This is an optimization exercise on Yosys and OpenROAD, whose aim is small area, a short achievable clock period and few clock cycles per item, not a production implementation. Function was not checked in any run shown here: the RTL went through the layout flow alone. Power is estimated from default activity; no workload was simulated.

==> design/flow/design.v <==
module multiplyer(
    clk,
    rst_n,
    A,
    B,
    result,
    start_sig,
    done_sig
);
    input   clk;
    input   rst_n;
    input   [31:0]A;
    input   [31:0]B;
    input   start_sig;
    output  [31:0]result;
    output  [3:0]done_sig;
    wire    [23:0]ma = {1'b1, A[22:0]};
    wire    [23:0]mb = {1'b1, B[22:0]};
    reg     [1:0]cnt;       
    reg     [24:0]rX;          
    reg     [24:0]rY;
    reg     rC;
    reg     [8:0]rS;           
    reg     rSign;
    wire    first = (cnt == 2'd0);
    wire    done = (cnt == 2'd3);
    always @(posedge clk or negedge rst_n)
        if (!rst_n)
            cnt <= 2'd0;
        else if (start_sig && !done)
            cnt <= cnt + 1'b1;
        else
            cnt <= 2'd0;
    reg     [7:0]dig;
    always @(*)
        case (cnt)
            2'd0: dig = mb[7:0];
            2'd1: dig = mb[15:8];
            2'd2: dig = mb[23:16];
            default: dig = 8'd0;
        endcase
    wire    [24:0]ax = first ? 25'd0 : rX;
    wire    [24:0]ay = first ? 25'd0 : rY;
    wire    ac = first ? 1'b0 : rC;
    wire pp0_0;
    wire pp0_1;
    wire pp0_2;
    wire pp0_3;
    wire pp0_4;
    wire pp0_5;
    wire pp0_6;
    wire pp0_7;
    wire pp0_8;
    wire pp0_9;
    wire pp0_10;
    wire pp0_11;
    wire pp0_12;
    wire pp0_13;
    wire pp0_14;
    wire pp0_15;
    wire pp0_16;
    wire pp0_17;
    wire pp0_18;
    wire pp0_19;
    wire pp0_20;
    wire pp0_21;
    wire pp0_22;
    wire pp1_0;
    wire pp1_1;
    wire pp1_2;
    wire pp1_3;
    wire pp1_4;
    wire pp1_5;
    wire pp1_6;
    wire pp1_7;
    wire pp1_8;
    wire pp1_9;
    wire pp1_10;
    wire pp1_11;
    wire pp1_12;
    wire pp1_13;
    wire pp1_14;
    wire pp1_15;
    wire pp1_16;
    wire pp1_17;
    wire pp1_18;
    wire pp1_19;
    wire pp1_20;
    wire pp1_21;
    wire pp1_22;
    wire pp2_0;
    wire pp2_1;
    wire pp2_2;
    wire pp2_3;
    wire pp2_4;
    wire pp2_5;
    wire pp2_6;
    wire pp2_7;
    wire pp2_8;
    wire pp2_9;
    wire pp2_10;
    wire pp2_11;
    wire pp2_12;
    wire pp2_13;
    wire pp2_14;
    wire pp2_15;
    wire pp2_16;
    wire pp2_17;
    wire pp2_18;
    wire pp2_19;
    wire pp2_20;
    wire pp2_21;
    wire pp2_22;
    wire pp3_0;
    wire pp3_1;
    wire pp3_2;
    wire pp3_3;
    wire pp3_4;
    wire pp3_5;
    wire pp3_6;
    wire pp3_7;
    wire pp3_8;
    wire pp3_9;
    wire pp3_10;
    wire pp3_11;
    wire pp3_12;
    wire pp3_13;
    wire pp3_14;
    wire pp3_15;
    wire pp3_16;
    wire pp3_17;
    wire pp3_18;
    wire pp3_19;
    wire pp3_20;
    wire pp3_21;
    wire pp3_22;
    wire pp4_0;
    wire pp4_1;
    wire pp4_2;
    wire pp4_3;
    wire pp4_4;
    wire pp4_5;
    wire pp4_6;
    wire pp4_7;
    wire pp4_8;
    wire pp4_9;
    wire pp4_10;
    wire pp4_11;
    wire pp4_12;
    wire pp4_13;
    wire pp4_14;
    wire pp4_15;
    wire pp4_16;
    wire pp4_17;
    wire pp4_18;
    wire pp4_19;
    wire pp4_20;
    wire pp4_21;
    wire pp4_22;
    wire pp5_0;
    wire pp5_1;
    wire pp5_2;
    wire pp5_3;
    wire pp5_4;
    wire pp5_5;
    wire pp5_6;
    wire pp5_7;
    wire pp5_8;
    wire pp5_9;
    wire pp5_10;
    wire pp5_11;
    wire pp5_12;
    wire pp5_13;
    wire pp5_14;
    wire pp5_15;
    wire pp5_16;
    wire pp5_17;
    wire pp5_18;
    wire pp5_19;
    wire pp5_20;
    wire pp5_21;
    wire pp5_22;
    wire pp6_0;
    wire pp6_1;
    wire pp6_2;
    wire pp6_3;
    wire pp6_4;
    wire pp6_5;
    wire pp6_6;
    wire pp6_7;
    wire pp6_8;
    wire pp6_9;
    wire pp6_10;
    wire pp6_11;
    wire pp6_12;
    wire pp6_13;
    wire pp6_14;
    wire pp6_15;
    wire pp6_16;
    wire pp6_17;
    wire pp6_18;
    wire pp6_19;
    wire pp6_20;
    wire pp6_21;
    wire pp6_22;
    wire pp7_0;
    wire pp7_1;
    wire pp7_2;
    wire pp7_3;
    wire pp7_4;
    wire pp7_5;
    wire pp7_6;
    wire pp7_7;
    wire pp7_8;
    wire pp7_9;
    wire pp7_10;
    wire pp7_11;
    wire pp7_12;
    wire pp7_13;
    wire pp7_14;
    wire pp7_15;
    wire pp7_16;
    wire pp7_17;
    wire pp7_18;
    wire pp7_19;
    wire pp7_20;
    wire pp7_21;
    wire pp7_22;
    wire s1;
    wire c2;
    wire s3;
    wire c4;
    wire s5;
    wire c6;
    wire s7;
    wire c8;
    wire s9;
    wire c10;
    wire s11;
    wire c12;
    wire s13;
    wire c14;
    wire s15;
    wire c16;
    wire s17;
    wire c18;
    wire s19;
    wire c20;
    wire s21;
    wire c22;
    wire s23;
    wire c24;
    wire s25;
    wire c26;
    wire s27;
    wire c28;
    wire s29;
    wire c30;
    wire s31;
    wire c32;
    wire s33;
    wire c34;
    wire s35;
    wire c36;
    wire s37;
    wire c38;
    wire s39;
    wire c40;
    wire s41;
    wire c42;
    wire s43;
    wire c44;
    wire s45;
    wire c46;
    wire s47;
    wire c48;
    wire s49;
    wire c50;
    wire s51;
    wire c52;
    wire s53;
    wire c54;
    wire s55;
    wire c56;
    wire s57;
    wire c58;
    wire s59;
    wire c60;
    wire s61;
    wire c62;
    wire s63;
    wire c64;
    wire s65;
    wire c66;
    wire s67;
    wire c68;
    wire s69;
    wire c70;
    wire s71;
    wire c72;
    wire s73;
    wire c74;
    wire s75;
    wire c76;
    wire s77;
    wire c78;
    wire s79;
    wire c80;
    wire s81;
    wire c82;
    wire s83;
    wire c84;
    wire s85;
    wire c86;
    wire s87;
    wire c88;
    wire s89;
    wire c90;
    wire s91;
    wire c92;
    wire s93;
    wire c94;
    wire s95;
    wire c96;
    wire s97;
    wire c98;
    wire s99;
    wire c100;
    wire s101;
    wire c102;
    wire s103;
    wire c104;
    wire s105;
    wire c106;
    wire s107;
    wire c108;
    wire s109;
    wire c110;
    wire s111;
    wire c112;
    wire s113;
    wire c114;
    wire s115;
    wire c116;
    wire s117;
    wire c118;
    wire s119;
    wire c120;
    wire s121;
    wire c122;
    wire s123;
    wire c124;
    wire s125;
    wire c126;
    wire s127;
    wire c128;
    wire s129;
    wire c130;
    wire s131;
    wire c132;
    wire s133;
    wire c134;
    wire s135;
    wire c136;
    wire s137;
    wire c138;
    wire s139;
    wire c140;
    wire s141;
    wire c142;
    wire s143;
    wire c144;
    wire s145;
    wire c146;
    wire s147;
    wire c148;
    wire s149;
    wire c150;
    wire s151;
    wire c152;
    wire s153;
    wire c154;
    wire s155;
    wire c156;
    wire s157;
    wire c158;
    wire s159;
    wire c160;
    wire s161;
    wire c162;
    wire s163;
    wire c164;
    wire s165;
    wire c166;
    wire s167;
    wire c168;
    wire s169;
    wire c170;
    wire s171;
    wire c172;
    wire s173;
    wire c174;
    wire s175;
    wire c176;
    wire s177;
    wire c178;
    wire s179;
    wire c180;
    wire s181;
    wire c182;
    wire s183;
    wire c184;
    wire s185;
    wire c186;
    wire s187;
    wire c188;
    wire s189;
    wire c190;
    wire s191;
    wire c192;
    wire s193;
    wire c194;
    wire s195;
    wire c196;
    wire s197;
    wire c198;
    wire s199;
    wire c200;
    wire s201;
    wire c202;
    wire s203;
    wire c204;
    wire s205;
    wire c206;
    wire s207;
    wire c208;
    wire s209;
    wire c210;
    wire s211;
    wire c212;
    wire s213;
    wire c214;
    wire s215;
    wire c216;
    wire s217;
    wire c218;
    wire s219;
    wire c220;
    wire s221;
    wire c222;
    wire s223;
    wire c224;
    wire s225;
    wire c226;
    wire s227;
    wire c228;
    wire s229;
    wire c230;
    wire s231;
    wire c232;
    wire s233;
    wire c234;
    wire s235;
    wire c236;
    wire s237;
    wire c238;
    wire s239;
    wire c240;
    wire s241;
    wire c242;
    wire s243;
    wire c244;
    wire s245;
    wire c246;
    wire s247;
    wire c248;
    wire s249;
    wire c250;
    wire s251;
    wire c252;
    wire s253;
    wire c254;
    wire s255;
    wire c256;
    wire s257;
    wire c258;
    wire s259;
    wire c260;
    wire s261;
    wire c262;
    wire s263;
    wire c264;
    wire s265;
    wire c266;
    wire s267;
    wire c268;
    wire s269;
    wire c270;
    wire s271;
    wire c272;
    wire s273;
    wire c274;
    wire s275;
    wire c276;
    wire s277;
    wire c278;
    wire s279;
    wire c280;
    wire s281;
    wire c282;
    wire s283;
    wire c284;
    wire s285;
    wire c286;
    wire s287;
    wire c288;
    wire s289;
    wire c290;
    wire s291;
    wire c292;
    wire s293;
    wire c294;
    wire s295;
    wire c296;
    wire s297;
    wire c298;
    wire s299;
    wire c300;
    wire s301;
    wire c302;
    wire s303;
    wire c304;
    wire s305;
    wire c306;
    wire s307;
    wire c308;
    wire s309;
    wire c310;
    wire s311;
    wire c312;
    wire s313;
    wire c314;
    wire s315;
    wire c316;
    wire s317;
    wire c318;
    wire s319;
    wire c320;
    wire s321;
    wire c322;
    wire s323;
    wire c324;
    wire s325;
    wire c326;
    wire s327;
    wire c328;
    wire s329;
    wire c330;
    wire s331;
    wire c332;
    wire s333;
    wire c334;
    wire s335;
    wire c336;
    wire s337;
    wire c338;
    wire s339;
    wire c340;
    wire s341;
    wire c342;
    wire s343;
    wire c344;
    wire s345;
    wire c346;
    wire s347;
    wire c348;
    wire s349;
    wire c350;
    wire s351;
    wire c352;
    wire s353;
    wire c354;
    wire s355;
    wire c356;
    wire s357;
    wire c358;
    wire s359;
    wire c360;
    wire s361;
    wire c362;
    wire s363;
    wire c364;
    wire s365;
    wire c366;
    wire s367;
    wire c368;
    wire s369;
    wire c370;
    wire s371;
    wire c372;
    wire s373;
    wire c374;
    wire s375;
    wire c376;
    wire s377;
    wire c378;
    wire s379;
    wire c380;
    wire s381;
    wire c382;
    wire s383;
    wire c384;
    wire s385;
    wire c386;
    assign pp0_0 = ma[0] & dig[0];
    assign pp0_1 = ma[1] & dig[0];
    assign pp0_2 = ma[2] & dig[0];
    assign pp0_3 = ma[3] & dig[0];
    assign pp0_4 = ma[4] & dig[0];
    assign pp0_5 = ma[5] & dig[0];
    assign pp0_6 = ma[6] & dig[0];
    assign pp0_7 = ma[7] & dig[0];
    assign pp0_8 = ma[8] & dig[0];
    assign pp0_9 = ma[9] & dig[0];
    assign pp0_10 = ma[10] & dig[0];
    assign pp0_11 = ma[11] & dig[0];
    assign pp0_12 = ma[12] & dig[0];
    assign pp0_13 = ma[13] & dig[0];
    assign pp0_14 = ma[14] & dig[0];
    assign pp0_15 = ma[15] & dig[0];
    assign pp0_16 = ma[16] & dig[0];
    assign pp0_17 = ma[17] & dig[0];
    assign pp0_18 = ma[18] & dig[0];
    assign pp0_19 = ma[19] & dig[0];
    assign pp0_20 = ma[20] & dig[0];
    assign pp0_21 = ma[21] & dig[0];
    assign pp0_22 = ma[22] & dig[0];
    assign pp1_0 = ma[0] & dig[1];
    assign pp1_1 = ma[1] & dig[1];
    assign pp1_2 = ma[2] & dig[1];
    assign pp1_3 = ma[3] & dig[1];
    assign pp1_4 = ma[4] & dig[1];
    assign pp1_5 = ma[5] & dig[1];
    assign pp1_6 = ma[6] & dig[1];
    assign pp1_7 = ma[7] & dig[1];
    assign pp1_8 = ma[8] & dig[1];
    assign pp1_9 = ma[9] & dig[1];
    assign pp1_10 = ma[10] & dig[1];
    assign pp1_11 = ma[11] & dig[1];
    assign pp1_12 = ma[12] & dig[1];
    assign pp1_13 = ma[13] & dig[1];
    assign pp1_14 = ma[14] & dig[1];
    assign pp1_15 = ma[15] & dig[1];
    assign pp1_16 = ma[16] & dig[1];
    assign pp1_17 = ma[17] & dig[1];
    assign pp1_18 = ma[18] & dig[1];
    assign pp1_19 = ma[19] & dig[1];
    assign pp1_20 = ma[20] & dig[1];
    assign pp1_21 = ma[21] & dig[1];
    assign pp1_22 = ma[22] & dig[1];
    assign pp2_0 = ma[0] & dig[2];
    assign pp2_1 = ma[1] & dig[2];
    assign pp2_2 = ma[2] & dig[2];
    assign pp2_3 = ma[3] & dig[2];
    assign pp2_4 = ma[4] & dig[2];
    assign pp2_5 = ma[5] & dig[2];
    assign pp2_6 = ma[6] & dig[2];
    assign pp2_7 = ma[7] & dig[2];
    assign pp2_8 = ma[8] & dig[2];
    assign pp2_9 = ma[9] & dig[2];
    assign pp2_10 = ma[10] & dig[2];
    assign pp2_11 = ma[11] & dig[2];
    assign pp2_12 = ma[12] & dig[2];
    assign pp2_13 = ma[13] & dig[2];
    assign pp2_14 = ma[14] & dig[2];
    assign pp2_15 = ma[15] & dig[2];
    assign pp2_16 = ma[16] & dig[2];
    assign pp2_17 = ma[17] & dig[2];
    assign pp2_18 = ma[18] & dig[2];
    assign pp2_19 = ma[19] & dig[2];
    assign pp2_20 = ma[20] & dig[2];
    assign pp2_21 = ma[21] & dig[2];
    assign pp2_22 = ma[22] & dig[2];
    assign pp3_0 = ma[0] & dig[3];
    assign pp3_1 = ma[1] & dig[3];
    assign pp3_2 = ma[2] & dig[3];
    assign pp3_3 = ma[3] & dig[3];
    assign pp3_4 = ma[4] & dig[3];
    assign pp3_5 = ma[5] & dig[3];
    assign pp3_6 = ma[6] & dig[3];
    assign pp3_7 = ma[7] & dig[3];
    assign pp3_8 = ma[8] & dig[3];
    assign pp3_9 = ma[9] & dig[3];
    assign pp3_10 = ma[10] & dig[3];
    assign pp3_11 = ma[11] & dig[3];
    assign pp3_12 = ma[12] & dig[3];
    assign pp3_13 = ma[13] & dig[3];
    assign pp3_14 = ma[14] & dig[3];
    assign pp3_15 = ma[15] & dig[3];
    assign pp3_16 = ma[16] & dig[3];
    assign pp3_17 = ma[17] & dig[3];
    assign pp3_18 = ma[18] & dig[3];
    assign pp3_19 = ma[19] & dig[3];
    assign pp3_20 = ma[20] & dig[3];
    assign pp3_21 = ma[21] & dig[3];
    assign pp3_22 = ma[22] & dig[3];
    assign pp4_0 = ma[0] & dig[4];
    assign pp4_1 = ma[1] & dig[4];
    assign pp4_2 = ma[2] & dig[4];
    assign pp4_3 = ma[3] & dig[4];
    assign pp4_4 = ma[4] & dig[4];
    assign pp4_5 = ma[5] & dig[4];
    assign pp4_6 = ma[6] & dig[4];
    assign pp4_7 = ma[7] & dig[4];
    assign pp4_8 = ma[8] & dig[4];
    assign pp4_9 = ma[9] & dig[4];
    assign pp4_10 = ma[10] & dig[4];
    assign pp4_11 = ma[11] & dig[4];
    assign pp4_12 = ma[12] & dig[4];
    assign pp4_13 = ma[13] & dig[4];
    assign pp4_14 = ma[14] & dig[4];
    assign pp4_15 = ma[15] & dig[4];
    assign pp4_16 = ma[16] & dig[4];
    assign pp4_17 = ma[17] & dig[4];
    assign pp4_18 = ma[18] & dig[4];
    assign pp4_19 = ma[19] & dig[4];
    assign pp4_20 = ma[20] & dig[4];
    assign pp4_21 = ma[21] & dig[4];
    assign pp4_22 = ma[22] & dig[4];
    assign pp5_0 = ma[0] & dig[5];
    assign pp5_1 = ma[1] & dig[5];
    assign pp5_2 = ma[2] & dig[5];
    assign pp5_3 = ma[3] & dig[5];
    assign pp5_4 = ma[4] & dig[5];
    assign pp5_5 = ma[5] & dig[5];
    assign pp5_6 = ma[6] & dig[5];
    assign pp5_7 = ma[7] & dig[5];
    assign pp5_8 = ma[8] & dig[5];
    assign pp5_9 = ma[9] & dig[5];
    assign pp5_10 = ma[10] & dig[5];
    assign pp5_11 = ma[11] & dig[5];
    assign pp5_12 = ma[12] & dig[5];
    assign pp5_13 = ma[13] & dig[5];
    assign pp5_14 = ma[14] & dig[5];
    assign pp5_15 = ma[15] & dig[5];
    assign pp5_16 = ma[16] & dig[5];
    assign pp5_17 = ma[17] & dig[5];
    assign pp5_18 = ma[18] & dig[5];
    assign pp5_19 = ma[19] & dig[5];
    assign pp5_20 = ma[20] & dig[5];
    assign pp5_21 = ma[21] & dig[5];
    assign pp5_22 = ma[22] & dig[5];
    assign pp6_0 = ma[0] & dig[6];
    assign pp6_1 = ma[1] & dig[6];
    assign pp6_2 = ma[2] & dig[6];
    assign pp6_3 = ma[3] & dig[6];
    assign pp6_4 = ma[4] & dig[6];
    assign pp6_5 = ma[5] & dig[6];
    assign pp6_6 = ma[6] & dig[6];
    assign pp6_7 = ma[7] & dig[6];
    assign pp6_8 = ma[8] & dig[6];
    assign pp6_9 = ma[9] & dig[6];
    assign pp6_10 = ma[10] & dig[6];
    assign pp6_11 = ma[11] & dig[6];
    assign pp6_12 = ma[12] & dig[6];
    assign pp6_13 = ma[13] & dig[6];
    assign pp6_14 = ma[14] & dig[6];
    assign pp6_15 = ma[15] & dig[6];
    assign pp6_16 = ma[16] & dig[6];
    assign pp6_17 = ma[17] & dig[6];
    assign pp6_18 = ma[18] & dig[6];
    assign pp6_19 = ma[19] & dig[6];
    assign pp6_20 = ma[20] & dig[6];
    assign pp6_21 = ma[21] & dig[6];
    assign pp6_22 = ma[22] & dig[6];
    assign pp7_0 = ma[0] & dig[7];
    assign pp7_1 = ma[1] & dig[7];
    assign pp7_2 = ma[2] & dig[7];
    assign pp7_3 = ma[3] & dig[7];
    assign pp7_4 = ma[4] & dig[7];
    assign pp7_5 = ma[5] & dig[7];
    assign pp7_6 = ma[6] & dig[7];
    assign pp7_7 = ma[7] & dig[7];
    assign pp7_8 = ma[8] & dig[7];
    assign pp7_9 = ma[9] & dig[7];
    assign pp7_10 = ma[10] & dig[7];
    assign pp7_11 = ma[11] & dig[7];
    assign pp7_12 = ma[12] & dig[7];
    assign pp7_13 = ma[13] & dig[7];
    assign pp7_14 = ma[14] & dig[7];
    assign pp7_15 = ma[15] & dig[7];
    assign pp7_16 = ma[16] & dig[7];
    assign pp7_17 = ma[17] & dig[7];
    assign pp7_18 = ma[18] & dig[7];
    assign pp7_19 = ma[19] & dig[7];
    assign pp7_20 = ma[20] & dig[7];
    assign pp7_21 = ma[21] & dig[7];
    assign pp7_22 = ma[22] & dig[7];
    assign s1 = ax[8] ^ ay[8];
    assign c2 = ax[8] & ay[8];
    assign s3 = ax[9] ^ ay[9] ^ pp0_8;
    assign c4 = (ax[9] & ay[9]) | (ax[9] & pp0_8) | (ay[9] & pp0_8);
    assign s5 = ax[10] ^ ay[10] ^ pp0_9;
    assign c6 = (ax[10] & ay[10]) | (ax[10] & pp0_9) | (ay[10] & pp0_9);
    assign s7 = ax[11] ^ ay[11] ^ pp0_10;
    assign c8 = (ax[11] & ay[11]) | (ax[11] & pp0_10) | (ay[11] & pp0_10);
    assign s9 = ax[12] ^ ay[12] ^ pp0_11;
    assign c10 = (ax[12] & ay[12]) | (ax[12] & pp0_11) | (ay[12] & pp0_11);
    assign s11 = ax[13] ^ ay[13] ^ pp0_12;
    assign c12 = (ax[13] & ay[13]) | (ax[13] & pp0_12) | (ay[13] & pp0_12);
    assign s13 = ax[14] ^ ay[14] ^ pp0_13;
    assign c14 = (ax[14] & ay[14]) | (ax[14] & pp0_13) | (ay[14] & pp0_13);
    assign s15 = ax[15] ^ ay[15] ^ pp0_14;
    assign c16 = (ax[15] & ay[15]) | (ax[15] & pp0_14) | (ay[15] & pp0_14);
    assign s17 = ax[16] ^ ay[16] ^ pp0_15;
    assign c18 = (ax[16] & ay[16]) | (ax[16] & pp0_15) | (ay[16] & pp0_15);
    assign s19 = ax[17] ^ ay[17] ^ pp0_16;
    assign c20 = (ax[17] & ay[17]) | (ax[17] & pp0_16) | (ay[17] & pp0_16);
    assign s21 = ax[18] ^ ay[18] ^ pp0_17;
    assign c22 = (ax[18] & ay[18]) | (ax[18] & pp0_17) | (ay[18] & pp0_17);
    assign s23 = ax[19] ^ ay[19] ^ pp0_18;
    assign c24 = (ax[19] & ay[19]) | (ax[19] & pp0_18) | (ay[19] & pp0_18);
    assign s25 = ax[20] ^ ay[20] ^ pp0_19;
    assign c26 = (ax[20] & ay[20]) | (ax[20] & pp0_19) | (ay[20] & pp0_19);
    assign s27 = ax[21] ^ ay[21] ^ pp0_20;
    assign c28 = (ax[21] & ay[21]) | (ax[21] & pp0_20) | (ay[21] & pp0_20);
    assign s29 = ax[22] ^ ay[22] ^ pp0_21;
    assign c30 = (ax[22] & ay[22]) | (ax[22] & pp0_21) | (ay[22] & pp0_21);
    assign s31 = ax[23] ^ ay[23] ^ pp0_22;
    assign c32 = (ax[23] & ay[23]) | (ax[23] & pp0_22) | (ay[23] & pp0_22);
    assign s33 = ax[24] ^ ay[24] ^ dig[0];
    assign c34 = (ax[24] & ay[24]) | (ax[24] & dig[0]) | (ay[24] & dig[0]);
    assign s35 = ax[5] ^ ay[5];
    assign c36 = ax[5] & ay[5];
    assign s37 = ax[6] ^ ay[6] ^ pp0_5;
    assign c38 = (ax[6] & ay[6]) | (ax[6] & pp0_5) | (ay[6] & pp0_5);
    assign s39 = pp1_4 ^ pp2_3;
    assign c40 = pp1_4 & pp2_3;
    assign s41 = ax[7] ^ ay[7] ^ pp0_6;
    assign c42 = (ax[7] & ay[7]) | (ax[7] & pp0_6) | (ay[7] & pp0_6);
    assign s43 = pp1_5 ^ pp2_4 ^ pp3_3;
    assign c44 = (pp1_5 & pp2_4) | (pp1_5 & pp3_3) | (pp2_4 & pp3_3);
    assign s45 = pp4_2 ^ pp5_1;
    assign c46 = pp4_2 & pp5_1;
    assign s47 = s1 ^ pp0_7 ^ pp1_6;
    assign c48 = (s1 & pp0_7) | (s1 & pp1_6) | (pp0_7 & pp1_6);
    assign s49 = pp2_5 ^ pp3_4 ^ pp4_3;
    assign c50 = (pp2_5 & pp3_4) | (pp2_5 & pp4_3) | (pp3_4 & pp4_3);
    assign s51 = pp5_2 ^ pp6_1 ^ pp7_0;
    assign c52 = (pp5_2 & pp6_1) | (pp5_2 & pp7_0) | (pp6_1 & pp7_0);
    assign s53 = c2 ^ pp1_7 ^ pp2_6;
    assign c54 = (c2 & pp1_7) | (c2 & pp2_6) | (pp1_7 & pp2_6);
    assign s55 = pp3_5 ^ pp4_4 ^ pp5_3;
    assign c56 = (pp3_5 & pp4_4) | (pp3_5 & pp5_3) | (pp4_4 & pp5_3);
    assign s57 = pp6_2 ^ pp7_1 ^ s3;
    assign c58 = (pp6_2 & pp7_1) | (pp6_2 & s3) | (pp7_1 & s3);
    assign s59 = pp1_8 ^ pp2_7 ^ pp3_6;
    assign c60 = (pp1_8 & pp2_7) | (pp1_8 & pp3_6) | (pp2_7 & pp3_6);
    assign s61 = pp4_5 ^ pp5_4 ^ pp6_3;
    assign c62 = (pp4_5 & pp5_4) | (pp4_5 & pp6_3) | (pp5_4 & pp6_3);
    assign s63 = pp7_2 ^ c4 ^ s5;
    assign c64 = (pp7_2 & c4) | (pp7_2 & s5) | (c4 & s5);
    assign s65 = pp1_9 ^ pp2_8 ^ pp3_7;
    assign c66 = (pp1_9 & pp2_8) | (pp1_9 & pp3_7) | (pp2_8 & pp3_7);
    assign s67 = pp4_6 ^ pp5_5 ^ pp6_4;
    assign c68 = (pp4_6 & pp5_5) | (pp4_6 & pp6_4) | (pp5_5 & pp6_4);
    assign s69 = pp7_3 ^ c6 ^ s7;
    assign c70 = (pp7_3 & c6) | (pp7_3 & s7) | (c6 & s7);
    assign s71 = pp1_10 ^ pp2_9 ^ pp3_8;
    assign c72 = (pp1_10 & pp2_9) | (pp1_10 & pp3_8) | (pp2_9 & pp3_8);
    assign s73 = pp4_7 ^ pp5_6 ^ pp6_5;
    assign c74 = (pp4_7 & pp5_6) | (pp4_7 & pp6_5) | (pp5_6 & pp6_5);
    assign s75 = pp7_4 ^ c8 ^ s9;
    assign c76 = (pp7_4 & c8) | (pp7_4 & s9) | (c8 & s9);
    assign s77 = pp1_11 ^ pp2_10 ^ pp3_9;
    assign c78 = (pp1_11 & pp2_10) | (pp1_11 & pp3_9) | (pp2_10 & pp3_9);
    assign s79 = pp4_8 ^ pp5_7 ^ pp6_6;
    assign c80 = (pp4_8 & pp5_7) | (pp4_8 & pp6_6) | (pp5_7 & pp6_6);
    assign s81 = pp7_5 ^ c10 ^ s11;
    assign c82 = (pp7_5 & c10) | (pp7_5 & s11) | (c10 & s11);
    assign s83 = pp1_12 ^ pp2_11 ^ pp3_10;
    assign c84 = (pp1_12 & pp2_11) | (pp1_12 & pp3_10) | (pp2_11 & pp3_10);
    assign s85 = pp4_9 ^ pp5_8 ^ pp6_7;
    assign c86 = (pp4_9 & pp5_8) | (pp4_9 & pp6_7) | (pp5_8 & pp6_7);
    assign s87 = pp7_6 ^ c12 ^ s13;
    assign c88 = (pp7_6 & c12) | (pp7_6 & s13) | (c12 & s13);
    assign s89 = pp1_13 ^ pp2_12 ^ pp3_11;
    assign c90 = (pp1_13 & pp2_12) | (pp1_13 & pp3_11) | (pp2_12 & pp3_11);
    assign s91 = pp4_10 ^ pp5_9 ^ pp6_8;
    assign c92 = (pp4_10 & pp5_9) | (pp4_10 & pp6_8) | (pp5_9 & pp6_8);
    assign s93 = pp7_7 ^ c14 ^ s15;
    assign c94 = (pp7_7 & c14) | (pp7_7 & s15) | (c14 & s15);
    assign s95 = pp1_14 ^ pp2_13 ^ pp3_12;
    assign c96 = (pp1_14 & pp2_13) | (pp1_14 & pp3_12) | (pp2_13 & pp3_12);
    assign s97 = pp4_11 ^ pp5_10 ^ pp6_9;
    assign c98 = (pp4_11 & pp5_10) | (pp4_11 & pp6_9) | (pp5_10 & pp6_9);
    assign s99 = pp7_8 ^ c16 ^ s17;
    assign c100 = (pp7_8 & c16) | (pp7_8 & s17) | (c16 & s17);
    assign s101 = pp1_15 ^ pp2_14 ^ pp3_13;
    assign c102 = (pp1_15 & pp2_14) | (pp1_15 & pp3_13) | (pp2_14 & pp3_13);
    assign s103 = pp4_12 ^ pp5_11 ^ pp6_10;
    assign c104 = (pp4_12 & pp5_11) | (pp4_12 & pp6_10) | (pp5_11 & pp6_10);
    assign s105 = pp7_9 ^ c18 ^ s19;
    assign c106 = (pp7_9 & c18) | (pp7_9 & s19) | (c18 & s19);
    assign s107 = pp1_16 ^ pp2_15 ^ pp3_14;
    assign c108 = (pp1_16 & pp2_15) | (pp1_16 & pp3_14) | (pp2_15 & pp3_14);
    assign s109 = pp4_13 ^ pp5_12 ^ pp6_11;
    assign c110 = (pp4_13 & pp5_12) | (pp4_13 & pp6_11) | (pp5_12 & pp6_11);
    assign s111 = pp7_10 ^ c20 ^ s21;
    assign c112 = (pp7_10 & c20) | (pp7_10 & s21) | (c20 & s21);
    assign s113 = pp1_17 ^ pp2_16 ^ pp3_15;
    assign c114 = (pp1_17 & pp2_16) | (pp1_17 & pp3_15) | (pp2_16 & pp3_15);
    assign s115 = pp4_14 ^ pp5_13 ^ pp6_12;
    assign c116 = (pp4_14 & pp5_13) | (pp4_14 & pp6_12) | (pp5_13 & pp6_12);
    assign s117 = pp7_11 ^ c22 ^ s23;
    assign c118 = (pp7_11 & c22) | (pp7_11 & s23) | (c22 & s23);
    assign s119 = pp1_18 ^ pp2_17 ^ pp3_16;
    assign c120 = (pp1_18 & pp2_17) | (pp1_18 & pp3_16) | (pp2_17 & pp3_16);
    assign s121 = pp4_15 ^ pp5_14 ^ pp6_13;
    assign c122 = (pp4_15 & pp5_14) | (pp4_15 & pp6_13) | (pp5_14 & pp6_13);
    assign s123 = pp7_12 ^ c24 ^ s25;
    assign c124 = (pp7_12 & c24) | (pp7_12 & s25) | (c24 & s25);
    assign s125 = pp1_19 ^ pp2_18 ^ pp3_17;
    assign c126 = (pp1_19 & pp2_18) | (pp1_19 & pp3_17) | (pp2_18 & pp3_17);
    assign s127 = pp4_16 ^ pp5_15 ^ pp6_14;
    assign c128 = (pp4_16 & pp5_15) | (pp4_16 & pp6_14) | (pp5_15 & pp6_14);
    assign s129 = pp7_13 ^ c26 ^ s27;
    assign c130 = (pp7_13 & c26) | (pp7_13 & s27) | (c26 & s27);
    assign s131 = pp1_20 ^ pp2_19 ^ pp3_18;
    assign c132 = (pp1_20 & pp2_19) | (pp1_20 & pp3_18) | (pp2_19 & pp3_18);
    assign s133 = pp4_17 ^ pp5_16 ^ pp6_15;
    assign c134 = (pp4_17 & pp5_16) | (pp4_17 & pp6_15) | (pp5_16 & pp6_15);
    assign s135 = pp7_14 ^ c28 ^ s29;
    assign c136 = (pp7_14 & c28) | (pp7_14 & s29) | (c28 & s29);
    assign s137 = pp1_21 ^ pp2_20 ^ pp3_19;
    assign c138 = (pp1_21 & pp2_20) | (pp1_21 & pp3_19) | (pp2_20 & pp3_19);
    assign s139 = pp4_18 ^ pp5_17 ^ pp6_16;
    assign c140 = (pp4_18 & pp5_17) | (pp4_18 & pp6_16) | (pp5_17 & pp6_16);
    assign s141 = pp7_15 ^ c30 ^ s31;
    assign c142 = (pp7_15 & c30) | (pp7_15 & s31) | (c30 & s31);
    assign s143 = pp1_22 ^ pp2_21 ^ pp3_20;
    assign c144 = (pp1_22 & pp2_21) | (pp1_22 & pp3_20) | (pp2_21 & pp3_20);
    assign s145 = pp4_19 ^ pp5_18 ^ pp6_17;
    assign c146 = (pp4_19 & pp5_18) | (pp4_19 & pp6_17) | (pp5_18 & pp6_17);
    assign s147 = pp7_16 ^ s33 ^ c32;
    assign c148 = (pp7_16 & s33) | (pp7_16 & c32) | (s33 & c32);
    assign s149 = dig[1] ^ pp2_22 ^ pp3_21;
    assign c150 = (dig[1] & pp2_22) | (dig[1] & pp3_21) | (pp2_22 & pp3_21);
    assign s151 = pp4_20 ^ pp5_19 ^ pp6_18;
    assign c152 = (pp4_20 & pp5_19) | (pp4_20 & pp6_18) | (pp5_19 & pp6_18);
    assign s153 = pp7_17 ^ c34;
    assign c154 = pp7_17 & c34;
    assign s155 = dig[2] ^ pp3_22 ^ pp4_21;
    assign c156 = (dig[2] & pp3_22) | (dig[2] & pp4_21) | (pp3_22 & pp4_21);
    assign s157 = pp5_20 ^ pp6_19;
    assign c158 = pp5_20 & pp6_19;
    assign s159 = dig[3] ^ pp4_22;
    assign c160 = dig[3] & pp4_22;
    assign s161 = ax[3] ^ ay[3];
    assign c162 = ax[3] & ay[3];
    assign s163 = ax[4] ^ ay[4] ^ pp0_3;
    assign c164 = (ax[4] & ay[4]) | (ax[4] & pp0_3) | (ay[4] & pp0_3);
    assign s165 = pp1_2 ^ pp2_1;
    assign c166 = pp1_2 & pp2_1;
    assign s167 = s35 ^ pp0_4 ^ pp1_3;
    assign c168 = (s35 & pp0_4) | (s35 & pp1_3) | (pp0_4 & pp1_3);
    assign s169 = pp2_2 ^ pp3_1 ^ pp4_0;
    assign c170 = (pp2_2 & pp3_1) | (pp2_2 & pp4_0) | (pp3_1 & pp4_0);
    assign s171 = c36 ^ pp3_2 ^ pp4_1;
    assign c172 = (c36 & pp3_2) | (c36 & pp4_1) | (pp3_2 & pp4_1);
    assign s173 = pp5_0 ^ s39 ^ s37;
    assign c174 = (pp5_0 & s39) | (pp5_0 & s37) | (s39 & s37);
    assign s175 = pp6_0 ^ c40 ^ s45;
    assign c176 = (pp6_0 & c40) | (pp6_0 & s45) | (c40 & s45);
    assign s177 = c38 ^ s41 ^ s43;
    assign c178 = (c38 & s41) | (c38 & s43) | (s41 & s43);
    assign s179 = c46 ^ c42 ^ c44;
    assign c180 = (c46 & c42) | (c46 & c44) | (c42 & c44);
    assign s181 = s47 ^ s49 ^ s51;
    assign c182 = (s47 & s49) | (s47 & s51) | (s49 & s51);
    assign s183 = c48 ^ c50 ^ c52;
    assign c184 = (c48 & c50) | (c48 & c52) | (c50 & c52);
    assign s185 = s53 ^ s55 ^ s57;
    assign c186 = (s53 & s55) | (s53 & s57) | (s55 & s57);
    assign s187 = c54 ^ c56 ^ s59;
    assign c188 = (c54 & c56) | (c54 & s59) | (c56 & s59);
    assign s189 = s61 ^ c58 ^ s63;
    assign c190 = (s61 & c58) | (s61 & s63) | (c58 & s63);
    assign s191 = c60 ^ c62 ^ s65;
    assign c192 = (c60 & c62) | (c60 & s65) | (c62 & s65);
    assign s193 = s67 ^ c64 ^ s69;
    assign c194 = (s67 & c64) | (s67 & s69) | (c64 & s69);
    assign s195 = c66 ^ c68 ^ s71;
    assign c196 = (c66 & c68) | (c66 & s71) | (c68 & s71);
    assign s197 = s73 ^ c70 ^ s75;
    assign c198 = (s73 & c70) | (s73 & s75) | (c70 & s75);
    assign s199 = c72 ^ c74 ^ s77;
    assign c200 = (c72 & c74) | (c72 & s77) | (c74 & s77);
    assign s201 = s79 ^ c76 ^ s81;
    assign c202 = (s79 & c76) | (s79 & s81) | (c76 & s81);
    assign s203 = c78 ^ c80 ^ s83;
    assign c204 = (c78 & c80) | (c78 & s83) | (c80 & s83);
    assign s205 = s85 ^ c82 ^ s87;
    assign c206 = (s85 & c82) | (s85 & s87) | (c82 & s87);
    assign s207 = c84 ^ c86 ^ s89;
    assign c208 = (c84 & c86) | (c84 & s89) | (c86 & s89);
    assign s209 = s91 ^ c88 ^ s93;
    assign c210 = (s91 & c88) | (s91 & s93) | (c88 & s93);
    assign s211 = c90 ^ c92 ^ s95;
    assign c212 = (c90 & c92) | (c90 & s95) | (c92 & s95);
    assign s213 = s97 ^ c94 ^ s99;
    assign c214 = (s97 & c94) | (s97 & s99) | (c94 & s99);
    assign s215 = c96 ^ c98 ^ s101;
    assign c216 = (c96 & c98) | (c96 & s101) | (c98 & s101);
    assign s217 = s103 ^ c100 ^ s105;
    assign c218 = (s103 & c100) | (s103 & s105) | (c100 & s105);
    assign s219 = c102 ^ c104 ^ s107;
    assign c220 = (c102 & c104) | (c102 & s107) | (c104 & s107);
    assign s221 = s109 ^ c106 ^ s111;
    assign c222 = (s109 & c106) | (s109 & s111) | (c106 & s111);
    assign s223 = c108 ^ c110 ^ s113;
    assign c224 = (c108 & c110) | (c108 & s113) | (c110 & s113);
    assign s225 = s115 ^ c112 ^ s117;
    assign c226 = (s115 & c112) | (s115 & s117) | (c112 & s117);
    assign s227 = c114 ^ c116 ^ s119;
    assign c228 = (c114 & c116) | (c114 & s119) | (c116 & s119);
    assign s229 = s121 ^ c118 ^ s123;
    assign c230 = (s121 & c118) | (s121 & s123) | (c118 & s123);
    assign s231 = c120 ^ c122 ^ s125;
    assign c232 = (c120 & c122) | (c120 & s125) | (c122 & s125);
    assign s233 = s127 ^ c124 ^ s129;
    assign c234 = (s127 & c124) | (s127 & s129) | (c124 & s129);
    assign s235 = c126 ^ c128 ^ s131;
    assign c236 = (c126 & c128) | (c126 & s131) | (c128 & s131);
    assign s237 = s133 ^ c130 ^ s135;
    assign c238 = (s133 & c130) | (s133 & s135) | (c130 & s135);
    assign s239 = c132 ^ c134 ^ s137;
    assign c240 = (c132 & c134) | (c132 & s137) | (c134 & s137);
    assign s241 = s139 ^ c136 ^ s141;
    assign c242 = (s139 & c136) | (s139 & s141) | (c136 & s141);
    assign s243 = c138 ^ c140 ^ s143;
    assign c244 = (c138 & c140) | (c138 & s143) | (c140 & s143);
    assign s245 = s145 ^ c142 ^ s147;
    assign c246 = (s145 & c142) | (s145 & s147) | (c142 & s147);
    assign s247 = c144 ^ c146 ^ s149;
    assign c248 = (c144 & c146) | (c144 & s149) | (c146 & s149);
    assign s249 = s151 ^ s153 ^ c148;
    assign c250 = (s151 & s153) | (s151 & c148) | (s153 & c148);
    assign s251 = pp7_18 ^ s157 ^ c150;
    assign c252 = (pp7_18 & s157) | (pp7_18 & c150) | (s157 & c150);
    assign s253 = c152 ^ c154 ^ s155;
    assign c254 = (c152 & c154) | (c152 & s155) | (c154 & s155);
    assign s255 = pp5_21 ^ pp6_20 ^ pp7_19;
    assign c256 = (pp5_21 & pp6_20) | (pp5_21 & pp7_19) | (pp6_20 & pp7_19);
    assign s257 = c158 ^ s159 ^ c156;
    assign c258 = (c158 & s159) | (c158 & c156) | (s159 & c156);
    assign s259 = dig[4] ^ pp5_22 ^ pp6_21;
    assign c260 = (dig[4] & pp5_22) | (dig[4] & pp6_21) | (pp5_22 & pp6_21);
    assign s261 = pp7_20 ^ c160;
    assign c262 = pp7_20 & c160;
    assign s263 = dig[5] ^ pp6_22;
    assign c264 = dig[5] & pp6_22;
    assign s265 = ax[2] ^ ay[2];
    assign c266 = ax[2] & ay[2];
    assign s267 = s161 ^ pp0_2 ^ pp1_1;
    assign c268 = (s161 & pp0_2) | (s161 & pp1_1) | (pp0_2 & pp1_1);
    assign s269 = c162 ^ pp3_0 ^ s165;
    assign c270 = (c162 & pp3_0) | (c162 & s165) | (pp3_0 & s165);
    assign s271 = c166 ^ c164 ^ s167;
    assign c272 = (c166 & c164) | (c166 & s167) | (c164 & s167);
    assign s273 = c168 ^ c170 ^ s171;
    assign c274 = (c168 & c170) | (c168 & s171) | (c170 & s171);
    assign s275 = c172 ^ s175 ^ c174;
    assign c276 = (c172 & s175) | (c172 & c174) | (s175 & c174);
    assign s277 = c176 ^ c178 ^ s179;
    assign c278 = (c176 & c178) | (c176 & s179) | (c178 & s179);
    assign s279 = c180 ^ c182 ^ s183;
    assign c280 = (c180 & c182) | (c180 & s183) | (c182 & s183);
    assign s281 = c184 ^ s187 ^ c186;
    assign c282 = (c184 & s187) | (c184 & c186) | (s187 & c186);
    assign s283 = c188 ^ s191 ^ c190;
    assign c284 = (c188 & s191) | (c188 & c190) | (s191 & c190);
    assign s285 = c192 ^ s195 ^ c194;
    assign c286 = (c192 & s195) | (c192 & c194) | (s195 & c194);
    assign s287 = c196 ^ s199 ^ c198;
    assign c288 = (c196 & s199) | (c196 & c198) | (s199 & c198);
    assign s289 = c200 ^ s203 ^ c202;
    assign c290 = (c200 & s203) | (c200 & c202) | (s203 & c202);
    assign s291 = c204 ^ s207 ^ c206;
    assign c292 = (c204 & s207) | (c204 & c206) | (s207 & c206);
    assign s293 = c208 ^ s211 ^ c210;
    assign c294 = (c208 & s211) | (c208 & c210) | (s211 & c210);
    assign s295 = c212 ^ s215 ^ c214;
    assign c296 = (c212 & s215) | (c212 & c214) | (s215 & c214);
    assign s297 = c216 ^ s219 ^ c218;
    assign c298 = (c216 & s219) | (c216 & c218) | (s219 & c218);
    assign s299 = c220 ^ s223 ^ c222;
    assign c300 = (c220 & s223) | (c220 & c222) | (s223 & c222);
    assign s301 = c224 ^ s227 ^ c226;
    assign c302 = (c224 & s227) | (c224 & c226) | (s227 & c226);
    assign s303 = c228 ^ s231 ^ c230;
    assign c304 = (c228 & s231) | (c228 & c230) | (s231 & c230);
    assign s305 = c232 ^ s235 ^ c234;
    assign c306 = (c232 & s235) | (c232 & c234) | (s235 & c234);
    assign s307 = c236 ^ s239 ^ c238;
    assign c308 = (c236 & s239) | (c236 & c238) | (s239 & c238);
    assign s309 = c240 ^ s243 ^ c242;
    assign c310 = (c240 & s243) | (c240 & c242) | (s243 & c242);
    assign s311 = c244 ^ s247 ^ c246;
    assign c312 = (c244 & s247) | (c244 & c246) | (s247 & c246);
    assign s313 = c248 ^ s251 ^ s253;
    assign c314 = (c248 & s251) | (c248 & s253) | (s251 & s253);
    assign s315 = s255 ^ c252 ^ c254;
    assign c316 = (s255 & c252) | (s255 & c254) | (c252 & c254);
    assign s317 = c256 ^ s259 ^ s261;
    assign c318 = (c256 & s259) | (c256 & s261) | (s259 & s261);
    assign s319 = pp7_21 ^ s263 ^ c260;
    assign c320 = (pp7_21 & s263) | (pp7_21 & c260) | (s263 & c260);
    assign s321 = dig[6] ^ pp7_22;
    assign c322 = dig[6] & pp7_22;
    assign s323 = ac ^ ax[0];
    assign c324 = ac & ax[0];
    assign s325 = ax[1] ^ ay[1] ^ pp0_0;
    assign c326 = (ax[1] & ay[1]) | (ax[1] & pp0_0) | (ay[1] & pp0_0);
    assign s327 = s265 ^ pp0_1 ^ pp1_0;
    assign c328 = (s265 & pp0_1) | (s265 & pp1_0) | (pp0_1 & pp1_0);
    assign s329 = c266 ^ pp2_0 ^ s267;
    assign c330 = (c266 & pp2_0) | (c266 & s267) | (pp2_0 & s267);
    assign s331 = c268 ^ s163 ^ s269;
    assign c332 = (c268 & s163) | (c268 & s269) | (s163 & s269);
    assign s333 = s169 ^ c270 ^ s271;
    assign c334 = (s169 & c270) | (s169 & s271) | (c270 & s271);
    assign s335 = c272 ^ s173 ^ s273;
    assign c336 = (c272 & s173) | (c272 & s273) | (s173 & s273);
    assign s337 = c274 ^ s177 ^ s275;
    assign c338 = (c274 & s177) | (c274 & s275) | (s177 & s275);
    assign s339 = s181 ^ c276 ^ s277;
    assign c340 = (s181 & c276) | (s181 & s277) | (c276 & s277);
    assign s341 = c278 ^ s279 ^ s185;
    assign c342 = (c278 & s279) | (c278 & s185) | (s279 & s185);
    assign s343 = c280 ^ s189 ^ s281;
    assign c344 = (c280 & s189) | (c280 & s281) | (s189 & s281);
    assign s345 = s193 ^ c282 ^ s283;
    assign c346 = (s193 & c282) | (s193 & s283) | (c282 & s283);
    assign s347 = s197 ^ c284 ^ s285;
    assign c348 = (s197 & c284) | (s197 & s285) | (c284 & s285);
    assign s349 = s201 ^ c286 ^ s287;
    assign c350 = (s201 & c286) | (s201 & s287) | (c286 & s287);
    assign s351 = s205 ^ c288 ^ s289;
    assign c352 = (s205 & c288) | (s205 & s289) | (c288 & s289);
    assign s353 = s209 ^ c290 ^ s291;
    assign c354 = (s209 & c290) | (s209 & s291) | (c290 & s291);
    assign s355 = s213 ^ c292 ^ s293;
    assign c356 = (s213 & c292) | (s213 & s293) | (c292 & s293);
    assign s357 = s217 ^ c294 ^ s295;
    assign c358 = (s217 & c294) | (s217 & s295) | (c294 & s295);
    assign s359 = s221 ^ c296 ^ s297;
    assign c360 = (s221 & c296) | (s221 & s297) | (c296 & s297);
    assign s361 = s225 ^ c298 ^ s299;
    assign c362 = (s225 & c298) | (s225 & s299) | (c298 & s299);
    assign s363 = s229 ^ c300 ^ s301;
    assign c364 = (s229 & c300) | (s229 & s301) | (c300 & s301);
    assign s365 = s233 ^ c302 ^ s303;
    assign c366 = (s233 & c302) | (s233 & s303) | (c302 & s303);
    assign s367 = s237 ^ c304 ^ s305;
    assign c368 = (s237 & c304) | (s237 & s305) | (c304 & s305);
    assign s369 = s241 ^ c306 ^ s307;
    assign c370 = (s241 & c306) | (s241 & s307) | (c306 & s307);
    assign s371 = s245 ^ c308 ^ s309;
    assign c372 = (s245 & c308) | (s245 & s309) | (c308 & s309);
    assign s373 = s249 ^ c310 ^ s311;
    assign c374 = (s249 & c310) | (s249 & s311) | (c310 & s311);
    assign s375 = c250 ^ s313 ^ c312;
    assign c376 = (c250 & s313) | (c250 & c312) | (s313 & c312);
    assign s377 = s257 ^ c314 ^ s315;
    assign c378 = (s257 & c314) | (s257 & s315) | (c314 & s315);
    assign s379 = c258 ^ s317 ^ c316;
    assign c380 = (c258 & s317) | (c258 & c316) | (s317 & c316);
    assign s381 = c262 ^ s319 ^ c318;
    assign c382 = (c262 & s319) | (c262 & c318) | (s319 & c318);
    assign s383 = c264 ^ s321 ^ c320;
    assign c384 = (c264 & s321) | (c264 & c320) | (s321 & c320);
    assign s385 = dig[7] ^ c322;
    assign c386 = dig[7] & c322;
    wire    [32:0]zx = {c386, s385, s383, s381, c378, s377, c374, c372, c370, c368, c366, c364, c362, c360, c358, c356, c354, c352, c350, c348, c346, c344, c342, c340, c338, c336, c334, c332, c330, c328, c326, c324, ay[0]};
    wire    [32:0]zy = {1'b0, c384, c382, c380, s379, c376, s375, s373, s371, s369, s367, s365, s363, s361, s359, s357, s355, s353, s351, s349, s347, s345, s343, s341, s339, s337, s335, s333, s331, s329, s327, s325, s323};
    wire    [8:0]zl = {1'b0, zx[7:0]} + {1'b0, zy[7:0]};
    always @(posedge clk) begin
        rX <= zx[32:8];
        rY <= zy[32:8];
        rC <= zl[8];
        rS <= {1'b0, A[30:23]} + {1'b0, B[30:23]};
        rSign <= A[31] ^ B[31];
    end
    wire    [24:0]P = rX + rY + rC;
    wire    p47 = P[24];
    wire    [22:0]M = p47 ? P[23:1] : P[22:0];
    wire    [9:0]E0 = {1'b0, rS} - 10'd127;
    wire    [9:0]E1 = {1'b0, rS} - 10'd126;
    wire    ov0 = (E0[9:8] == 2'b01);
    wire    un0 = (E0[9:8] == 2'b11);
    wire    ov1 = (E1[9:8] == 2'b01);
    wire    un1 = (E1[9:8] == 2'b11);
    wire    isOver = p47 ? ov1 : ov0;
    wire    isUnder = p47 ? un1 : un0;
    wire    ovf = p47 ? (ov1 | un1) : (ov0 | un0);
    wire    [7:0]Ex = p47 ? E1[7:0] : E0[7:0];
    assign  result = ovf ? 32'h3F800000 : {rSign, Ex, M};
    assign  done_sig = {isOver, isUnder, 1'b0, done};
endmodule
==> design/flow/run.sh <==
#!/bin/bash
# synth_recipe.tcl (not shown) runs the flow's synth.tcl, then flattens the netlist and writes it again
# the make line also repeats each setting of config.mk as NAME=value (left out here)
make -C /OpenROAD-flow-scripts/flow DESIGN_CONFIG=/design/flow/config.mk WORK_HOME=/design/flow/orfs CLKGATE_MAP_FILE= SYNTH_SCRIPT=/design/flow/synth_recipe.tcl finish
==> design/flow/config.mk <==
export PLATFORM = sky130hd
export DESIGN_NAME = multiplyer
export DESIGN_NICKNAME = multiplyer
export VERILOG_FILES = /design/flow/design.v
export SDC_FILE = /design/flow/constraint.sdc
export NUM_CORES = 4
export LEC_CHECK = 0
export CAP_MARGIN = 20
export CORE_MARGIN = 2
export CORE_UTILIZATION = 40
export SLEW_MARGIN = 20
==> design/flow/constraint.sdc <==
create_clock -name core_clock -period 8.0 [get_ports {clk}]
set_input_delay 1.6000 -clock core_clock [delete_from_list [all_inputs] [get_ports {clk}]]
set_output_delay 1.6000 -clock core_clock [all_outputs]
set_load 0.01 [all_outputs]
==> run notes, run 1 <==
vias in the first global route=7913; crit-path cells=fa_1, inv_1, fa_1, nand2b_1, a211oi_2, nor2_1, o21ai_1, nor3_2, nor3_2, o21ai_0, a221oi_2, clkdlybuf4s50_1; clock-pin slew on the worst setup and hold paths=0.05 ns; full die area=25200 um^2; Worst Tran Pin Value=0.900 ns; antenna violations before repair=0; Vias per Instance=4.98; pin count of the biggest net entering global routing=34; die width=159 um; Layout area overhead=16.5%; r2r endpoint=rY[7]; pre-CTS WS=2.25 ns; share of the synthesized area in the top cell type=37.6%; Met1 Wirelength=10200 um; Post-Syn Area=9590 um^2; combinational power share=78.0%; Reg2Reg Depth=15; clock sink count=62; post-synth top area cell=fa_1; PortBufs=101; total CTS buffers=9; Peak VDD IR=226 uV; slack of the critical path=2.24 ns; hold_sp=cnt[0]; CP endpoint kind=primary output; Max Fclk=174 MHz; nets@finish=1461; Post-Synthesis Cells=1074; syn nets=1381; CTS tree=built; Hold Vio Cnt, Final=0; post-synthesis cell type count=73; fraction of registers with async set or reset after synthesis=3.23%; final setup violation count=0; max-cap violations=0; outcome=no timing/DRC/antenna violations; DR WL met3=696 um; WL/cell=16.4 um; Die Y=159 um; required time of the worst setup path=6.40 ns; Net Sw Power=2150 uW; worst-skew pair later-pin latency=0.34 ns; total grt overflow=0; yosys warns=1; WHS Endpoint=cnt[0]; number of antenna-violating nets in the routed design=0; CP startpoint kind=flip-flop; Ant. Diodes=0; crit-path max FO=15; pwr dens=392 nW/um^2; final wirelength=24200 um; initial core utilization=40.8%; initial DRC count=268; Critical Path Max Stage Delay=0.69 ns; vias post-DR=7366; routed length on met2=12700 um; first-pass detailed-route iteration total=5; fin crit period=5.76 ns; Clock Skew=0.00627 ns; largest buffer count on any clock path=2; Slowest-stage cell, CP=nor3_2; first-pass GRT wire length=40100 um; number of setup buffers added after CTS=0; sequential power share=13.2%; internal power=2230 uW; FF-to-FF setup slack=3.32 ns; register area share after synthesis=13.0%; routability cong.=0.894; I/O pin total=103; DRC=0; Root Buffer=clkbuf_16; Final TNS setup=0 ns; r2r startpoint=cnt[0]; Mapped Avg Cell Area=8.93 um^2; uppermost routed layer=met4; H-tree depth=3; Hold Buf Count CTS=0; kind of critical path=flip-flop to primary output; EDFF count, synth=0; switching share of total power=49.0%; worst path arrival time=4.16 ns; Leak Pwr=0.00523 uW; ranking of synthesized cells by area=fa_1 (38%), dfxtp_1 (13%), inv_1 (8.4%), ha_1 (7.8%), nand2_1 (6.4%); flop and latch count out of synthesis=62; share of power burned in the clock network=8.8%; RSZ-0062 raised after global routing=no; Tot GR Track Use=20.0%; Synth Flop Type=dfxtp_1; Hold WC Path Type=flip-flop to flip-flop; Worst slew margin=39.8%; hold depth=1; Final Cycle Share=72.0%; share of cells above drive strength 1=3.88%; FILL cells=2320; core box area=23500 um^2; most frequent cells in the layout=inv_1 (214), fa_1 (180), nand2_1 (163), clkdlybuf4s50_1 (101), and2_1 (75); Critical Path Start=rX[0]; dpl hpwl=20000 um; Row Count=56; CTS resizes=0; most common cell after layout, fill and taps aside=inv_1; fin. max-slew vios=0
==> Yosys cell counts (7+ instances only) <==
library cell and instances:
inv_1 214, fa_1 180, nand2_1 163, and2_1 75, dfxtp_1 60, ha_1 60
nor2_1 32, a21oi_1 29, clkbuf_1 28, xnor2_1 24, o21ai_0 22, nand3_1 20
nor2b_1 17, a22o_1 13, xor2_1 9, a21o_1 7, a222oi_1 7, o31ai_1 7
==> flip-flops by register name, indices dropped and copies added, names as in the netlist <==
signal  cells
cnt         2
rY         24
rSign       1
rC          1
rS          9
rX         25
==> layer usage <==
metal	up-vias	global-route usage, %
met2	119	37.0
met4	0	6.24
met3	39	2.82
li1	3487	-
met5	-	0
met1	3721	23.9
==> metrics by stage <==
| stage | hold slack (ns) | cells | area (um^2) | utilization [%] | total power [uW] |
|---|---|---|---|---|---|
| 2_1_floorplan | 0.465 | 1074 | 9590 | - | 2920 |
| 3_3_place_gp | 0.494 | 1461 | 10900 | 46.2 | 3970 |
| 3_5_place_dp | 0.503 | 1461 | 10900 | 46.2 | 4040 |
| 4_1_cts | 0.509 | 1477 | 11200 | 47.4 | 4440 |
| 5_1_grt | 0.547 | 1478 | 11200 | 47.5 | 4940 |
| 6_report | 0.503 | 1478 | 11200 | 47.5 | 4380 |
==> power by group through the flow <==
stage | logic (uW) | clock network (uW) | registers, uW
after floorplan | 2380 | 0 | 538
after global placement | 3390 | 0 | 586
after detailed placement | 3450 | 0 | 585
after CTS | 3460 | 394 | 579
after global routing | 3940 | 404 | 593
final | 3420 | 386 | 579
==> cell type report <==
type	instances	area, um^2	area share [%]
multi-input combinational	756	7330	65.6
sequential	62	1250	11.2
timing repair buffer	111	1110	9.89
inverter	214	803	7.19
tap	319	399	3.57
clock buffer	12	236	2.12
clock inverter	4	47.5	0.425
==> how the worst max path moves through the flow <==
stage / cells past startpoint / slack, ns / endpoint
after CTS: 12 / 2.17 / result[30]
after global routing: 12 / 1.89 / result[30]
after detailed placement: 13 / 2.25 / rY[7]
after global placement: 13 / 2.28 / rY[7]
final: 12 / 2.24 / result[30]
after floorplan: 13 / 3.18 / rC
==> kinds of logic (layout without fill, tap and decap cells) <==
| logic type | Yosys count | in the layout | synth area share, % |
|---|---|---|---|
| and+or+nand+nor | 344 | 344 | 17.4 |
| buffers and inverters | 256 | 341 | 10.5 |
| adders and majority gates | 240 | 240 | 45.4 |
| AOI/OAI and AO/OA | 137 | 137 | 10.5 |
| DFF | 62 | 62 | 13.0 |
| xor gates and xnor gates | 34 | 34 | 3.18 |
| other | 1 | 1 | 0.0391 |
==> worst max-delay path, delay by kind of cell, from the launching register on <==
family	cells	cell delay [ns]
AND/OR/NAND/NOR	4	1.16
AO/OA/AOI/OAI	4	1.02
buffers and inverters	2	0.65
adder cells (fa/ha/maj)	2	0.63
flip-flops	1	0.37
==> run 2: changes to the inputs <==
--- a/design/flow/config.mk
+++ b/design/flow/config.mk
@@ -8,4 +8,5 @@
 export CAP_MARGIN = 20
 export CORE_MARGIN = 2
 export CORE_UTILIZATION = 40
+export SETUP_SLACK_MARGIN = 3.6
 export SLEW_MARGIN = 20
==> run notes, run 2 <==
ranking of synthesized cells by area=fa_1 (38%), dfxtp_1 (13%), inv_1 (8.4%), ha_1 (7.8%), nand2_1 (6.4%); I/O pin total=103 (unchanged); Max Fclk=208 MHz (+20%); WL/cell=18.0 um (+9.7%); dpl hpwl=19900 um (-0.30%); fin. max-slew vios=0 (unchanged); first-pass detailed-route iteration total=6 (+1); Layout area overhead=32.3%; post-synthesis cell type count=73 (unchanged); Peak VDD IR=188 uV (-17%); worst path arrival time=3.20 ns (-0.96 ns); final setup violation count=0 (unchanged); Die Y=159 um (unchanged); clock sink count=62 (unchanged); Post-Syn Area=9590 um^2 (unchanged); registers with the most flip-flops=rX: 25 flops, rY: 24 flops, rS: 9 flops; Slowest-stage cell, CP=fa_2; share of cells above drive strength 1=33.4% (+29 points); PortBufs=101 (unchanged); pin count of the biggest net entering global routing=34 (unchanged); Non-Filler Instances=1575 (+6.6%); Final Cycle Share=60.0% (-12 points); Row Count=56 (unchanged); yosys warns=1 (unchanged); CP top delay family=compound AO/OA/AOI/OAI gates; post-synth top area cell=fa_1; CP endpoint kind=primary output; crit-path cells=fa_2, inv_2, fa_2, nand2b_4, a211oi_4, nor2_2, o21a_1, a21oi_4, buf_12, buf_6, nor3_4, buf_4, buf_6, a22o_1, buf_2; EDFF count, synth=0 (unchanged); pwr dens=402 nW/um^2 (+2.5%); Fin Hold WS=0.504 ns (+0.00131 ns); vias post-DR=7981 (+8.3%); Post-Synthesis Cells=1074 (unchanged); max-cap violations=0 (unchanged); worst path bufs/invs=6 (+4); Mapped Avg Cell Area=8.93 um^2 (unchanged); Synth Flop Type=dfxtp_1; Hold Vio Cnt, Final=0 (unchanged); worst-skew pair later-pin latency=0.34 ns (about the same); vias in the first global route=8562 (+8.2%); largest buffer count on any clock path=2 (unchanged); Worst slew margin=44.6% (+4.8 points); flop and latch count out of synthesis=62 (unchanged); share of the synthesized area in the top cell type=37.6% (unchanged); Synth top cells by count=inv_1 (214), fa_1 (180), nand2_1 (163), and2_1 (75); max reg flops=25 (unchanged); Largest Register=rX; syn nets=1381 (unchanged); initial DRC count=400 (+49%); full die area=25200 um^2 (unchanged); most frequent cells in the layout=inv_1 (151), nand2_1 (127), fa_1 (112), fa_2 (68); Placed Cells=1461 (unchanged); Critical Path Max Stage Delay=0.36 ns (-0.33 ns); required time of the worst setup path=6.40 ns (about the same); first-pass GRT wire length=45400 um (+13%); Vias per Instance=5.07 (+1.7%); CTS tree=built; Hold WC Path Type=flip-flop to flip-flop; fin crit period=4.80 ns (-0.960 ns); RSZ-0062 raised after global routing=yes; clock-pin slew on the worst setup and hold paths=0.06 ns (about the same); Worst Tran Pin Value=0.830 ns (-0.0694 ns); Final TNS setup=0 ns (unchanged); total grt overflow=0 (unchanged); Leak Pwr=0.00594 uW (+13%); die width=159 um (unchanged); antenna violations before repair=0 (unchanged); Root Buffer=clkbuf_16; register area share after synthesis=13.0% (unchanged); Clock Skew=0.00664 ns (+0.000372 ns); Hold Buf Count CTS=0 (unchanged); final wirelength=28300 um (+17%); H-tree depth=3 (unchanged); nets@finish=1558 (+6.6%); Ant. Diodes=0 (unchanged); fraction of registers with async set or reset after synthesis=3.23% (unchanged); DRC=0 (unchanged); total CTS buffers=9 (unchanged); number of antenna-violating nets in the routed design=0 (unchanged); Tot GR Track Use=23.1% (+3.1 points); crit-path max FO=7 (-8); most common cell after layout, fill and taps aside=inv_1; core box area=23500 um^2 (unchanged); CP startpoint kind=flip-flop; routability cong.=0.836 (-6.5%); initial core utilization=40.8% (unchanged); kind of critical path=flip-flop to primary output; count leader, synth=inv_1; outcome=no timing/DRC/antenna violations
## run 2: cell count changes in the layout (fill, tap and decap cells not counted), sizes merged, moves of 3 or more
cell / delta
buf: +137
clkbuf: +6
dlygate4sd2: +14
dlymetal6s2s: +3
clkdlybuf4s50: -69
clkdlybuf4s15: +3
## run 2: report_power, final
part	leakage (uW)	total (uW)	switching [uW]	internal (uW)
clock network	0.000149	406	155	251
logic	0.00526	4110	2270	1840
registers	0.000530	585	102	483
total	0.00594	5100	2520	2580
## run 2: final cells by class
class	count	area [um^2]
fillers	2160	10800
multi-input cells	757	8000
repair buffers	207	1920
flip-flops and latches	62	1250
inverters	214	810
well taps	319	399
clock buffers	10	239
clock inverters	6	68.8
## run 2: metal layers
| metal | GRT usage, % | routed length [um] | part of all wire, % |
|---|---|---|---|
| met1 | 28.0 | 11700 | 41 |
| met2 | 42.0 | 14700 | 52 |
| met3 | 3.79 | 1190 | 4.2 |
| met4 | 6.57 | 709 | 2.5 |
| met5 | 0 | 0 | 0 |
## run 2: cell families after synthesis
| logic type | share of synthesized area, % |
|---|---|
| simple gates | 17.4 |
| buf+inv | 10.5 |
| fa+ha+maj | 45.4 |
| compound gates | 10.5 |
| flops | 13.0 |
| xor+xnor | 3.18 |
| other cells | 0.0391 |
## run 2: through the flow
step | utilization, % | cell area, um^2 | worst slack [ns] | total power (uW)
6_report | 53.9 | 12700 | 3.20 | 5100
5_1_grt | 53.9 | 12700 | 3.07 | 5600
4_1_cts | 52.4 | 12300 | 3.22 | 4910
3_5_place_dp | 46.3 | 10900 | 2.57 | 4070
3_3_place_gp | 46.3 | 10900 | 2.65 | 4020
2_1_floorplan | - | 9630 | 3.39 | 2920
## run 2: timing repair
action	CTS	global route
resized for setup	434	122
endpoints found under the setup margin	79	77
cloned	14	0
pin swaps	135	100
setup buffers	70	14
## run 2: worst paths after layout
check / slack, ns / startpoint / end / depth (start not counted)
min reg2reg: 0.50 / cnt[0] / cnt[0] / 1
max in group asynchronous: 6.45 / rst_n / cnt[1] / 1
max reg2reg: 3.68 / cnt[0] / rY[7] / 17
min: 0.50 / cnt[0] / cnt[0] / 1
max: 3.20 / rC / result[10] / 15
min in group asynchronous: 1.42 / rst_n / cnt[0] / 1
## run 2: worst reg2reg max path, cell delays in order, from the launching register on
cell and delay (ns):
dfrtp_1 0.39, inv_1 0.08, ha_1 0.19, buf_4 0.23, a222oi_1 0.40, nor2_2 0.09
buf_6 0.18, buf_6 0.12, buf_6 0.12, nand2_2 0.06, fa_1 0.44, fa_2 0.55
inv_2 0.04, fa_2 0.33, inv_2 0.06, fa_2 0.43, inv_2 0.07, fa_2 0.42

[port drivers added, routing unchanged]
The flow's constraints put no driver on any port. The routed layouts listed below were extracted and timed again, unchanged, in two steps.
Step 1 sets driving cells, clkbuf_16 on the clock port and buf_2 on the other inputs (assumed; they add their load-dependent delay and slew).
Step 2 also shifts input and output timing later by t, the mid clock arrival at the registers, as if the neighbouring blocks saw the same clock.
Slacks: ideal / step 1 / step 2; pairs: ideal / step 1.
run	shift t [ns]	slack for setup (ns)	worst setup path at the end	worst data-port slew with drivers (ns)
run 1	0.377	2.241 / 2.197 / 2.232	input to register	0.05
run 2	0.382	3.201 / 3.155 / 2.889	input to register	0.06
After both steps every run listed still meets setup and hold. For run 2, which loses most, drivers alone change the setup slack by -0.046 ns; drivers and shift together by -0.312 ns.
